This design comes from an exercise in tuning for small area on the open sky130 flow, not from production work.
At most, simulation tests tie the RTL to the original design; equivalence was not proved.
The clock port is modelled as an ideal driver; clocking choices that lean on that would not hold on a real chip.
No activity file was given, so power comes from the tool's default toggle rates.

// top
module top (
    input  logic clk,
    input  logic rst,
    input  logic start_btn,
    input  logic stop_btn,
    input  logic softrst_sw,
    input  logic inc_min_btn,
    input  logic inc_sec_btn,
    input  logic inc_sw,
    input  logic mode_sw,
    output logic [6:0] seg,
    output logic [3:0] an
);
Size: ~160 flip-flops, roughly 20 I/O pins, about 6800 µm² of cells after synthesis.
clock: 10.0 ns
lec_check: 0
cap_margin: 20
core_margin: 2
core_utilization: 65
cts_buf_list: sky130_fd_sc_hd__clkbuf_8
slew_margin: 20
run.sh (not shown) runs the stock make flow with config.mk's settings and CLKGATE_MAP_FILE= SYNTH_SCRIPT=/design/flow/synth_recipe.tcl, a recipe that flattens the netlist after the stock synthesis.
Rerun with:
==> flow/flow/run.sh (new file) <==
#!/bin/bash
# Own flow: the standard layout, with clock tree synthesis told not to add
# dummy loads and smaller port buffers.  Each tool's output goes to its own log.
set -euo pipefail
cat >> config.mk <<'EOC'
export CTS_ARGS = -sink_clustering_enable -repair_clock_nets -dont_use_dummy_load -buf_list sky130_fd_sc_hd__clkbuf_8
export BUFFER_PORTS_ARGS = -buffer_cell sky130_fd_sc_hd__buf_1
EOC
bash standard.sh > standard_flow.log 2>&1
==> flow/standard.sh (new file) <==
#!/bin/bash
# synth_recipe.tcl (not shown) runs the flow's synth.tcl, then flattens the netlist and writes it again
# the make line also repeats each setting of config.mk as NAME=value (left out here)
make -C /OpenROAD-flow-scripts/flow DESIGN_CONFIG=/design/flow/config.mk WORK_HOME=/design/flow/orfs CLKGATE_MAP_FILE= SYNTH_SCRIPT=/design/flow/synth_recipe.tcl "${@:-finish}"
Settings changed: BUFFER_PORTS_ARGS set to -buffer_cell sky130_fd_sc_hd__buf_1, CORE_UTILIZATION 65 to 40, CTS_ARGS set to -sink_clustering_enable -repair_clock_nets -dont_use_dummy_load -buf_list sky130_fd_sc_hd__clkbuf_8, CTS_BUF_LIST sky130_fd_sc_hd__clkbuf_8 to not set.
removed: flow/run.sh
Result: The new run went through all stages and came out clean. Sequential power hardly moves. Cell area is lower by about 3%. Non-clock buffer count is unchanged. Total power is lower by about 15%. Global-route usage is lower by 9.0 points. Sequential share of layout area is higher by 1.5 points. Routed wire length is higher by about 0.6%. Area after synthesis is unchanged. Count of clock-buffer cells in the layout is lower by 3.
No run of this note included a check of the RTL's function; only the layout flow was run.

========
== red ==
Starting RTL as in the previous note.
make LEC_CHECK=0 CAP_MARGIN=20 CORE_MARGIN=2 CORE_UTILIZATION=40 SLEW_MARGIN=20 finish   # period 10.0 ns
Stock flow here: none of the scripts above is used.
red did not stop at any stage, and its layout met the timing, DRC and antenna checks.
## Diff of input files: blue against red
# red
export LEC_CHECK = 0
export CAP_MARGIN = 20
export CORE_MARGIN = 2
export CORE_UTILIZATION = 40
export SLEW_MARGIN = 20
create_clock -name core_clock -period 10.0 [get_ports {clk}]
# blue
export LEC_CHECK = 0
export CAP_MARGIN = 20
export CORE_MARGIN = 2
export CORE_UTILIZATION = 65
export SLEW_MARGIN = 20
export CTS_ARGS = -sink_clustering_enable -repair_clock_nets -dont_use_dummy_load -buf_list sky130_fd_sc_hd__clkbuf_4
export BUFFER_PORTS_ARGS = -buffer_cell sky130_fd_sc_hd__buf_1
create_clock -name core_clock -period 10.0 [get_ports {clk}]
==> flow/flow/run.sh (new file) <==
#!/bin/bash
# Own flow: the standard layout, with clock tree synthesis told not to add
# dummy loads and smaller port buffers.  Each tool's output goes to its own log.
set -euo pipefail
cat >> config.mk <<'EOC'
export CTS_ARGS = -sink_clustering_enable -repair_clock_nets -dont_use_dummy_load -buf_list sky130_fd_sc_hd__clkbuf_4
export BUFFER_PORTS_ARGS = -buffer_cell sky130_fd_sc_hd__buf_1
EOC
bash standard.sh > standard_flow.log 2>&1
==> flow/standard.sh (new file) <==
#!/bin/bash
# synth_recipe.tcl (not shown) runs the flow's synth.tcl, then flattens the netlist and writes it again
# the make line also repeats each setting of config.mk as NAME=value (left out here)
make -C /OpenROAD-flow-scripts/flow DESIGN_CONFIG=/design/flow/config.mk WORK_HOME=/design/flow/orfs CLKGATE_MAP_FILE= SYNTH_SCRIPT=/design/flow/synth_recipe.tcl "${@:-finish}"
removed: flow/run.sh
==> comparison <==
Number of clock buffers in the layout: lower on blue. Diff red..blue | mean post-synth cell area | unchanged. Changes observed in blue relative to red: post-layout minimum cycle time went down by 0.46 ns, final worst-path cycle share shrank by 4.6 points.
The inputs of green differ from those of blue as listed below.
# blue
export LEC_CHECK = 0
export CAP_MARGIN = 20
export CORE_MARGIN = 2
export CORE_UTILIZATION = 65
export SLEW_MARGIN = 20
export CTS_ARGS = -sink_clustering_enable -repair_clock_nets -dont_use_dummy_load -buf_list sky130_fd_sc_hd__clkbuf_4
export BUFFER_PORTS_ARGS = -buffer_cell sky130_fd_sc_hd__buf_1
create_clock -name core_clock -period 10.0 [get_ports {clk}]
# green
export LEC_CHECK = 0
export CAP_MARGIN = 20
export CORE_MARGIN = 2
export CORE_UTILIZATION = 40
export CTS_BUF_LIST = sky130_fd_sc_hd__clkbuf_8
export CTS_CLUSTER_SIZE = 20
export SLEW_MARGIN = 20
create_clock -name core_clock -period 10.0 [get_ports {clk}]
==> flow/run.sh (new file) <==
#!/bin/bash
# synth_recipe.tcl (not shown) runs the flow's synth.tcl, then flattens the netlist and writes it again
# the make line also repeats each setting of config.mk as NAME=value (left out here)
make -C /OpenROAD-flow-scripts/flow DESIGN_CONFIG=/design/flow/config.mk WORK_HOME=/design/flow/orfs CLKGATE_MAP_FILE= SYNTH_SCRIPT=/design/flow/synth_recipe.tcl finish
removed: flow/flow/run.sh
removed: flow/standard.sh
- Via count of the routed design (green over blue): increase, 0.36%
- Relative to blue, combinational fraction of design power decreased by 1.3 points in green.
- Routed wire length delta (green − blue): unfavourable
- Comparing blue and green, internal power of the cells is higher on green.
- green: no failed stages, no open violations at the end
For orange, these inputs were changed with respect to green:
# green
export LEC_CHECK = 0
export CAP_MARGIN = 20
export CORE_MARGIN = 2
export CORE_UTILIZATION = 40
export CTS_BUF_LIST = sky130_fd_sc_hd__clkbuf_8
export CTS_CLUSTER_SIZE = 20
export SLEW_MARGIN = 20
create_clock -name core_clock -period 10.0 [get_ports {clk}]
# orange
export LEC_CHECK = 0
export CAP_MARGIN = 20
export CORE_MARGIN = 2
export CORE_UTILIZATION = 65
export CTS_BUF_LIST = sky130_fd_sc_hd__clkbuf_4
export SLEW_MARGIN = 20
create_clock -name core_clock -period 10.0 [get_ports {clk}]
==> summary.txt <==
- The estimated power of orange ends up lower than the estimate for green.
- Of the two candidates, green has the better detailed-route via count and orange the worse one.
- green → orange: clock latency reported for the late side of the worst-skew pair now larger, synthesized area divided by synthesized cell count comparable, clock power share now smaller, total of clock buffers placed in the layout now larger, worst slack on hold paths now smaller.
- Core utilization: orange higher than green
- Comparing orange against green, there is no change at all in non-clock inverter count in the final layout.
Function was not checked in any run of this note: the RTL went through the layout flow alone.

========
build 15:
Another version of the RTL of top (not shown whole).
Size in the first run: about 160 flip-flops, ~20 I/O pins.
clock: 10.0 ns
lec_check: 0
cap_margin: 20
core_margin: 2
core_utilization: 65
slew_margin: 20
cts_args: -sink_clustering_enable -repair_clock_nets -dont_use_dummy_load -buf_list sky130_fd_sc_hd__clkbuf_4 -sink_clustering_size 30 -sink_clustering_max_diameter 300 -sink_clustering_levels 1 -sink_clustering_buffer sky130_fd_sc_hd__clkbuf_8
buffer_ports_args: -buffer_cell sky130_fd_sc_hd__buf_1
post_cts_tcl: /design/flow/flow/fix_clk.tcl
fix_clk_slew_ps: 105
pre_resize_tcl: /design/flow/flow/downsize.tcl
standard.sh (not shown) runs the stock make flow with config.mk's settings and CLKGATE_MAP_FILE= SYNTH_SCRIPT=/design/flow/synth_recipe.tcl, a recipe that flattens the netlist after the stock synthesis.
==> flow/flow/run.sh <==
#!/bin/bash
# Own flow: the standard layout (standard.sh), with these changes:
#  - clock tree synthesis uses clkbuf_4 and adds no dummy loads; after it,
#    flow/fix_clk.tcl upsizes the clock buffers whose flip-flop clock pins
#    would see a slow slew (POST_CTS_TCL hook);
#  - before the placement resizer, flow/downsize.tcl sets combinational
#    cells to their smallest drive strength (PRE_RESIZE_TCL hook);
#  - port buffers are buf_1.
# The make run's full output goes to standard_flow.log; each ORFS step keeps
# its own log under orfs/logs.
set -euo pipefail
here=$(pwd)
cat >> config.mk <<EOC
export CTS_ARGS = -sink_clustering_enable -repair_clock_nets -dont_use_dummy_load -buf_list sky130_fd_sc_hd__clkbuf_4 -sink_clustering_size 30 -sink_clustering_max_diameter 300 -sink_clustering_levels 1 -sink_clustering_buffer sky130_fd_sc_hd__clkbuf_8
export BUFFER_PORTS_ARGS = -buffer_cell sky130_fd_sc_hd__buf_1
export POST_CTS_TCL = $here/flow/fix_clk.tcl
export FIX_CLK_SLEW_PS = 105
export PRE_RESIZE_TCL = $here/flow/downsize.tcl
EOC
bash standard.sh > standard_flow.log 2>&1
Other scripts of this flow, unchanged in this note and not shown: flow/flow/downsize.tcl, flow/flow/fix_clk.tcl
Build 15 went all the way through the flow, and no timing, DRC or antenna check failed.
diff inputs: build 15 => build 79
# build 15
export LEC_CHECK = 0
export CAP_MARGIN = 20
export CORE_MARGIN = 2
export CORE_UTILIZATION = 65
export SLEW_MARGIN = 20
export CTS_ARGS = -sink_clustering_enable -repair_clock_nets -dont_use_dummy_load -buf_list sky130_fd_sc_hd__clkbuf_4 -sink_clustering_size 30 -sink_clustering_max_diameter 300 -sink_clustering_levels 1 -sink_clustering_buffer sky130_fd_sc_hd__clkbuf_8
export BUFFER_PORTS_ARGS = -buffer_cell sky130_fd_sc_hd__buf_1
export POST_CTS_TCL = /design/flow/flow/fix_clk.tcl
export FIX_CLK_SLEW_PS = 105
export PRE_RESIZE_TCL = /design/flow/flow/downsize.tcl
create_clock -name core_clock -period 10.0 [get_ports {clk}]
# build 79
export LEC_CHECK = 0
export CAP_MARGIN = 20
export CORE_MARGIN = 2
export CORE_UTILIZATION = 65
export SLEW_MARGIN = 20
export CTS_ARGS = -repair_clock_nets -dont_use_dummy_load -buf_list sky130_fd_sc_hd__clkbuf_4
export BUFFER_PORTS_ARGS = -buffer_cell sky130_fd_sc_hd__buf_1
export POST_CTS_TCL = /design/flow/flow/fix_clk.tcl
export FIX_CLK_SLEW_PS = 105
export PRE_RESIZE_TCL = /design/flow/flow/downsize.tcl
create_clock -name core_clock -period 10.0 [get_ports {clk}]
--- a/flow/flow/run.sh
+++ b/flow/flow/run.sh
@@ -12,5 +12,5 @@
 here=$(pwd)
 cat >> config.mk <<EOC
-export CTS_ARGS = -sink_clustering_enable -repair_clock_nets -dont_use_dummy_load -buf_list sky130_fd_sc_hd__clkbuf_4 -sink_clustering_size 30 -sink_clustering_max_diameter 300 -sink_clustering_levels 1 -sink_clustering_buffer sky130_fd_sc_hd__clkbuf_8
+export CTS_ARGS = -repair_clock_nets -dont_use_dummy_load -buf_list sky130_fd_sc_hd__clkbuf_4
 export BUFFER_PORTS_ARGS = -buffer_cell sky130_fd_sc_hd__buf_1
 export POST_CTS_TCL = $here/flow/fix_clk.tcl
Notes after the runs:
- Build 15 and build 79 ended up with roughly the same simple-gate share of the synthesized area.
- As far as area used by multi-input combinational logic goes, build 15 and build 79 are indistinguishable; the numbers are identical.
- As far as count of unique library cells instantiated by Yosys is concerned, build 15 and build 79 perform about the same.
- Diff build 15 -> build 79: combinational power saw little to no change; power drawn by the sequential cells saw little to no change; clock slew at the register clock pins of the worst setup and hold paths saw little to no change; non-clock buffer count saw little to no change; fraction of synthesized cell area in xor and xnor cells saw little to no change.
- Reported for build 15 and build 79, wire length turned out identical to the last digit.
- Build 15 → build 79: power comparable, area growth from synthesis to final layout comparable.
Setup changes, build 79 to build 46
# build 79
export LEC_CHECK = 0
export CAP_MARGIN = 20
export CORE_MARGIN = 2
export CORE_UTILIZATION = 65
export SLEW_MARGIN = 20
export CTS_ARGS = -repair_clock_nets -dont_use_dummy_load -buf_list sky130_fd_sc_hd__clkbuf_4
export BUFFER_PORTS_ARGS = -buffer_cell sky130_fd_sc_hd__buf_1
export POST_CTS_TCL = /design/flow/flow/fix_clk.tcl
export FIX_CLK_SLEW_PS = 105
export PRE_RESIZE_TCL = /design/flow/flow/downsize.tcl
create_clock -name core_clock -period 10.0 [get_ports {clk}]
# build 46
export LEC_CHECK = 0
export CAP_MARGIN = 20
export CORE_MARGIN = 2
export CORE_UTILIZATION = 65
export SLEW_MARGIN = 20
export CTS_ARGS = -sink_clustering_enable -repair_clock_nets -dont_use_dummy_load -buf_list sky130_fd_sc_hd__clkbuf_4
export BUFFER_PORTS_ARGS = -buffer_cell sky130_fd_sc_hd__buf_1
export POST_CTS_TCL = /design/flow/flow/fix_clk.tcl
export FIX_CLK_SLEW_PS = 105
export PRE_RESIZE_TCL = /design/flow/flow/downsize.tcl
create_clock -name core_clock -period 10.0 [get_ports {clk}]
--- a/flow/flow/run.sh
+++ b/flow/flow/run.sh
@@ -12,5 +12,5 @@
 here=$(pwd)
 cat >> config.mk <<EOC
-export CTS_ARGS = -repair_clock_nets -dont_use_dummy_load -buf_list sky130_fd_sc_hd__clkbuf_4
+export CTS_ARGS = -sink_clustering_enable -repair_clock_nets -dont_use_dummy_load -buf_list sky130_fd_sc_hd__clkbuf_4
 export BUFFER_PORTS_ARGS = -buffer_cell sky130_fd_sc_hd__buf_1
 export POST_CTS_TCL = $here/flow/fix_clk.tcl
[summary]
From build 46 to build 79, average via count per standard cell did not move at all.
Build 46 -> build 79: power attributed to combinational cells flat
As far as well tap count goes, build 46 and build 79 are indistinguishable; the numbers are identical.

========
top, a different RTL version from the one above (not shown whole).
Size in the first run: ~650 cells after synthesis, about 160 flip-flops, roughly 20 I/O pins.
Design top, start of the top module:
module top (
    input  logic clk,
    input  logic rst,
    input  logic start_btn,
    input  logic stop_btn,
    input  logic softrst_sw,
    input  logic inc_min_btn,
    input  logic inc_sec_btn,
    input  logic inc_sw,
    input  logic mode_sw,
    output logic [6:0] seg,
    output logic [3:0] an
);
==> flow/config.mk <==
export PLATFORM = sky130hd
export DESIGN_NAME = top
export DESIGN_NICKNAME = top
export VERILOG_FILES = /design/flow/design.v
export SDC_FILE = /design/flow/constraint.sdc
export NUM_CORES = 4
export LEC_CHECK = 0
export CAP_MARGIN = 20
export CORE_MARGIN = 2
export CORE_UTILIZATION = 65
export SLEW_MARGIN = 20
export CTS_ARGS = -sink_clustering_enable -repair_clock_nets -dont_use_dummy_load -buf_list sky130_fd_sc_hd__clkbuf_4
export BUFFER_PORTS_ARGS = -buffer_cell sky130_fd_sc_hd__buf_1
export POST_CTS_TCL = /design/flow/flow/fix_clk.tcl
export FIX_CLK_SLEW_PS = 105
==> flow/constraint.sdc <==
create_clock -name core_clock -period 10.0 [get_ports {clk}]
set_input_delay 2.0000 -clock core_clock [delete_from_list [all_inputs] [get_ports {clk}]]
set_output_delay 2.0000 -clock core_clock [all_outputs]
set_load 0.01 [all_outputs]
==> flow/flow/run.sh <==
#!/bin/bash
# Own flow: the standard layout (standard.sh), with these changes:
#  - clock tree synthesis uses clkbuf_4 and adds no dummy loads; after it,
#    flow/fix_clk.tcl upsizes the clock buffers whose flip-flop clock pins
#    would see a slow slew (POST_CTS_TCL hook);
#  - port buffers are buf_1.
# The make run's full output goes to standard_flow.log; each ORFS step keeps
# its own log under orfs/logs.
set -euo pipefail
here=$(pwd)
cat >> config.mk <<EOC
export CTS_ARGS = -sink_clustering_enable -repair_clock_nets -dont_use_dummy_load -buf_list sky130_fd_sc_hd__clkbuf_4
export BUFFER_PORTS_ARGS = -buffer_cell sky130_fd_sc_hd__buf_1
export POST_CTS_TCL = $here/flow/fix_clk.tcl
export FIX_CLK_SLEW_PS = 105
EOC
bash standard.sh > standard_flow.log 2>&1
==> flow/flow/fix_clk.tcl <==
# Upsize (clkbuf_4 -> clkbuf_8) each clock buffer that drives a flip-flop
# clock pin whose estimated slew is over FIX_CLK_SLEW_PS, then re-legalise.
estimate_parasitics -placement
set limit $::env(FIX_CLK_SLEW_PS)
set slow {}
foreach pin [all_registers -clock_pins -edge_triggered] {
  set worst 0
  foreach edge {rise fall} {
    foreach a {min max} {
      set s [get_property $pin slew_${a}_$edge]
      set ps [expr {[sta::time_ui_sta $s] * 1e12}]
      set worst [expr {max($worst, $ps)}]
    }
  }
  set net [get_nets -of_objects $pin]
  set drv [get_pins -of_objects $net -filter "direction==output"]
  set inst [get_cells -of_objects $drv]
  puts [format "fix_clk: %s %.1f ps driven by %s" [get_full_name $pin] $worst [get_full_name $inst]]
  if {$worst > $limit} { lappend slow [get_full_name $inst] }
}
foreach name [lsort -unique $slow] {
  set inst [get_cells $name]
  if {[get_property $inst ref_name] eq "sky130_fd_sc_hd__clkbuf_4"} {
    puts "fix_clk: upsizing $name"
    replace_cell $inst sky130_fd_sc_hd__clkbuf_8
  }
}
detailed_placement
check_placement -verbose
estimate_parasitics -placement
Change:
--- a/flow/flow/run.sh
+++ b/flow/flow/run.sh
@@ -4,4 +4,6 @@
 #    flow/fix_clk.tcl upsizes the clock buffers whose flip-flop clock pins
 #    would see a slow slew (POST_CTS_TCL hook);
+#  - before the placement resizer, flow/downsize.tcl sets combinational
+#    cells to their smallest drive strength (PRE_RESIZE_TCL hook);
 #  - port buffers are buf_1.
 # The make run's full output goes to standard_flow.log; each ORFS step keeps
@@ -14,4 +16,5 @@
 export POST_CTS_TCL = $here/flow/fix_clk.tcl
 export FIX_CLK_SLEW_PS = 105
+export PRE_RESIZE_TCL = $here/flow/downsize.tcl
 EOC
 bash standard.sh > standard_flow.log 2>&1
==> flow/flow/downsize.tcl (new file) <==
# Before the placement resizer: put every combinational cell at the smallest
# drive strength of its kind (synthesis maps some gates upsized); the
# resizer's repair_design that follows fixes any slew or capacitance limit.
# Flip-flops, clock cells and delay cells are left as they are.
set db [ord::get_db]
set count 0
foreach inst [[ord::get_db_block] getInsts] {
  set m [$inst getMaster]
  if {[$m getType] ne "CORE"} { continue }
  set name [$m getName]
  if {![regexp {^(sky130_fd_sc_hd__[a-z0-9]+)_([0-9]+)$} $name -> base size]} { continue }
  if {[regexp {__(df|edf|sdf|dl|clk|dly|conb|tap|fill|decap|diode)} $base]} { continue }
  set best $name
  set barea [expr {double([$m getWidth]) * [$m getHeight]}]
  foreach s {0 1 2} {
    set c [$db findMaster ${base}_$s]
    if {$c eq "NULL"} { continue }
    set a [expr {double([$c getWidth]) * [$c getHeight]}]
    if {$a < $barea} { set best ${base}_$s; set barea $a }
  }
  if {$best ne $name} {
    puts "downsize: [$inst getName] $name -> $best"
    replace_cell [get_cells [$inst getName]] $best
    incr count
  }
}
puts "downsize: $count cells"
Settings changed: PRE_RESIZE_TCL set to /design/flow/flow/downsize.tcl.
=>
- register-to-register slack stays flat
- routed wire length came out lower by 0.70%
- design area is lower by 0.48%
- sequential power hardly moves
- fmax is about the same

afterwards: timing with drivers on the ports:
The results above use ideal ports. As a check the final layouts listed here were re-extracted and re-timed, cells and wires unchanged.
Step 1 (the two cells are an assumption about what drives the block):
set clk [get_ports {clk}]
set_driving_cell -lib_cell sky130_fd_sc_hd__clkbuf_16 $clk
set_driving_cell -lib_cell sky130_fd_sc_hd__buf_2 [delete_from_list [all_inputs] $clk]
Step 2 also shifts input and output timing later by t, the mid clock arrival at the registers, as if the neighbouring blocks saw the same clock.
a / b / c = ideal ports / drivers / drivers and shift; a / b = the first two.
run	shift t [ns]	setup WS [ns]	hold slack, ns	worst setup path at the end	clock arrival spread, ns
the first run of note 1	0.477	5.287 / 5.296 / 4.819	0.420 / 0.420 / 0.420	input to register	0.008 / 0.008
the second run of note 1	0.473	5.719 / 5.732 / 5.260	0.431 / 0.431 / 0.431	input to register	0.032 / 0.033
red	0.465	5.252 / 5.269 / 4.804	0.419 / 0.419 / 0.419	input to register	0.012 / 0.013
blue	0.547	5.709 / 5.720 / 5.173	0.432 / 0.432 / 0.432	input to register	0.031 / 0.032
green	0.486	5.306 / 5.317 / 4.831	0.423 / 0.423 / 0.423	input to register	0.018 / 0.018
orange	0.579	5.412 / 5.416 / 4.838	0.411 / 0.411 / 0.411	input to register	0.016 / 0.015
build 15	0.556	6.127 / 6.122 / 5.565	0.381 / 0.381 / 0.381	input to register	0.039 / 0.039
build 79	0.556	6.127 / 6.122 / 5.565	0.381 / 0.381 / 0.381	input to register	0.039 / 0.039
build 46	0.556	6.127 / 6.122 / 5.565	0.381 / 0.381 / 0.381	input to register	0.039 / 0.039
the first run of note 4	0.579	5.805 / 5.805 / 5.632	0.386 / 0.386 / 0.386	input to register	0.033 / 0.033
the second run of note 4	0.596	5.813 / 5.813 / 5.362	0.369 / 0.369 / 0.369	input to register	0.038 / 0.038
After both steps setup and hold are still met in every run listed. For orange, which loses most, drivers alone change the setup slack by +0.004 ns; drivers and shift together by -0.574 ns.
